What follows belongs to an exercise in optimizing a design on an open flow for small area; a production flow would make more cautious choices.
Only simulation tests tie the RTL to the original design; equivalence was not proved.
Power figures rest on the tool's default switching activity, not on a simulated workload.

// sev_seg_dis
module sev_seg_dis(
    input rst,
    input btnU,
    input btnC,
    input btnD,
    input clk,
    input btnL,
    input btnR,
    output reg [6:0] seg,
    output [3:0] an,
    output [15:0] led
    );
Size: roughly 700 cells after synthesis, about 80 flip-flops, ~34 I/O pins.
clock: 15.0 ns
lec_check: 0
cap_margin: 20
core_margin: 2
core_utilization: 40
cts_buf_list: sky130_fd_sc_hd__clkbuf_8
slew_margin: 20
standard.sh (not shown) runs the stock make flow with config.mk's settings and CLKGATE_MAP_FILE= SYNTH_SCRIPT=/design/flow/synth_recipe.tcl, a recipe that flattens the netlist after the stock synthesis.
==> flow/flow/run.sh <==
#!/bin/bash
# Own layout flow: the standard flow, except that synthesis maps the logic
# for area (no full-adder extraction or Kogge-Stone carry chains, and an ABC
# script with &deepsyn and area-oriented mapping). Registers are untouched, so
# they keep the standard synthesis's names and cell types. Every tool's output
# goes to a log in this folder (orfs/logs/... and the *.log files here).
set -euo pipefail
W=$(pwd)
F=$W/flow

# synthesis body: ORFS's synth.tcl with the two changes above
python3 - "$FLOW_HOME/scripts/synth.tcl" "$W/synth_body.tcl" "$F/abc_area.script" <<'PY'
import sys
src, dst, scr = sys.argv[1:4]
t = open(src).read()
a = '"-extra-map $::env(FLOW_HOME)/platforms/common/lcu_kogge_stone.v"'
assert t.count(a) == 1
t = t.replace(a, '""')
a = "if {\n  [env_var_exists_and_non_empty ADDER_MAP_FILE] &&"
assert t.count(a) == 1
t = t.replace(a, "if {\n  0 && [env_var_exists_and_non_empty ADDER_MAP_FILE] &&")
a = "  log_cmd abc {*}$abc_args\n"
assert t.count(a) == 1
t = t.replace(a, "  set abc_args [lreplace $abc_args 1 1 {%s}]\n" % scr + a)
open(dst, "w").write(t)
PY
sed "s#source \$::env(SCRIPTS_DIR)/synth.tcl#source {$W/synth_body.tcl}#" synth_recipe.tcl > my_synth.tcl
grep -q "synth_body.tcl" my_synth.tcl
sed "s#SYNTH_SCRIPT=[^ ]*#SYNTH_SCRIPT=$W/my_synth.tcl#" standard.sh > my_standard.sh
grep -q "SYNTH_SCRIPT=$W/my_synth.tcl" my_standard.sh

bash my_standard.sh CTS_ARGS="-sink_clustering_enable -repair_clock_nets -buf_list sky130_fd_sc_hd__clkbuf_8 -sink_clustering_size 30 -sink_clustering_max_diameter 200 -sink_buffer_max_cap_derate 1.0" BUFFER_PORTS_ARGS="-buffer_cell sky130_fd_sc_hd__buf_1" finish > flow_make.log 2>&1
==> flow/flow/abc_area.script <==
strash
&get -n
&st
&deepsyn -J 20 -T 200
&dch -f
&nf -a -R 1000
&put
The first run passed the timing, design-rule and antenna checks.
==> next run, changes <==
--- a/flow/flow/run.sh
+++ b/flow/flow/run.sh
@@ -31,2 +31,2 @@
 
-bash my_standard.sh CTS_ARGS="-sink_clustering_enable -repair_clock_nets -buf_list sky130_fd_sc_hd__clkbuf_8 -sink_clustering_size 30 -sink_clustering_max_diameter 200 -sink_buffer_max_cap_derate 1.0" BUFFER_PORTS_ARGS="-buffer_cell sky130_fd_sc_hd__buf_1" finish > flow_make.log 2>&1
+bash my_standard.sh BUFFER_PORTS_ARGS="-buffer_cell sky130_fd_sc_hd__buf_1" finish > flow_make.log 2>&1
=>
- flip-flop and latch count does not change
- design area stays the same
- count of clock-buffer cells in the layout is unchanged
- register-to-register slack barely changes
- cell count is unchanged
- routed wire length does not change
- clock skew is unchanged
- power does not change
- worst setup slack does not change
- hold slack stays the same
- first-iteration DRC count does not change
==> next run, changes <==
--- a/flow/flow/run.sh
+++ b/flow/flow/run.sh
@@ -31,2 +31,2 @@
 
-bash my_standard.sh BUFFER_PORTS_ARGS="-buffer_cell sky130_fd_sc_hd__buf_1" finish > flow_make.log 2>&1
+bash my_standard.sh CTS_ARGS="-sink_clustering_enable -repair_clock_nets -buf_list sky130_fd_sc_hd__clkbuf_16 -sink_clustering_size 40 -sink_clustering_max_diameter 200 -sink_buffer_max_cap_derate 1.0 -sink_clustering_levels 1" BUFFER_PORTS_ARGS="-buffer_cell sky130_fd_sc_hd__buf_1" finish > flow_make.log 2>&1
Outcome: The changed run completed with no timing, DRC or antenna violations. First-iteration DRC count is about the same. Sequential power barely changes. Via count went up slightly. Fmax went down slightly. Clock-buffer cell count went down by 1. Worst setup slack got worse by 0.032 ns. Routed wire length hardly moves. Die area does not change. Global-route usage is about the same. Total power went up by a few percent. Worst hold slack got worse by 0.0045 ns.
==> next run, changes <==
--- a/flow/flow/run.sh
+++ b/flow/flow/run.sh
@@ -31,2 +31,2 @@
 
-bash my_standard.sh CTS_ARGS="-sink_clustering_enable -repair_clock_nets -buf_list sky130_fd_sc_hd__clkbuf_16 -sink_clustering_size 40 -sink_clustering_max_diameter 200 -sink_buffer_max_cap_derate 1.0 -sink_clustering_levels 1" BUFFER_PORTS_ARGS="-buffer_cell sky130_fd_sc_hd__buf_1" finish > flow_make.log 2>&1
+bash my_standard.sh BUFFER_PORTS_ARGS="-buffer_cell sky130_fd_sc_hd__buf_1" finish > flow_make.log 2>&1
CAP_MARGIN = 0   (was 20)
GPL_TIMING_DRIVEN = 0   (was unset)
SLEW_MARGIN = 0   (was 20)
Clock skew is higher by 0.0058 ns.
Register-to-register slack gets worse by 0.07 ns.
Utilization is lower by 0.12 points.
Total power rose by about 0.43%.
Worst setup slack gets worse by 1.3 ns.

[port drivers added, routing unchanged]
The flow's constraints put no driver on any port. The routed layouts listed below were extracted and timed again, unchanged, in two steps.
Step 1: set_driving_cell puts a clkbuf_16 on clk and a buf_2 on each other input, an assumption about the parent block.
Step 2 adds t to the input delays and takes it off the output delays; t is the mean of the earliest and latest rising clock arrival at the registers after step 1. Input paths then give back, and output paths get back, about the clock's delay inside the block.
a / b / c = ideal ports / drivers / drivers and shift; a / b = the first two.
run | t, ns | setup WS [ns] | worst setup path at the end | pins driven straight from the clock port
the first run | 0.405 | 7.684 / 7.695 / 7.290 | input to register | 1
the second run | 0.405 | 7.684 / 7.695 / 7.290 | input to register | 1
the third run | 0.382 | 7.652 / 7.668 / 7.286 | input to register | 1
the fourth run | 0.404 | 6.366 / 6.384 / 5.980 | input to register | 1
After both steps setup and hold are still met in every run listed.
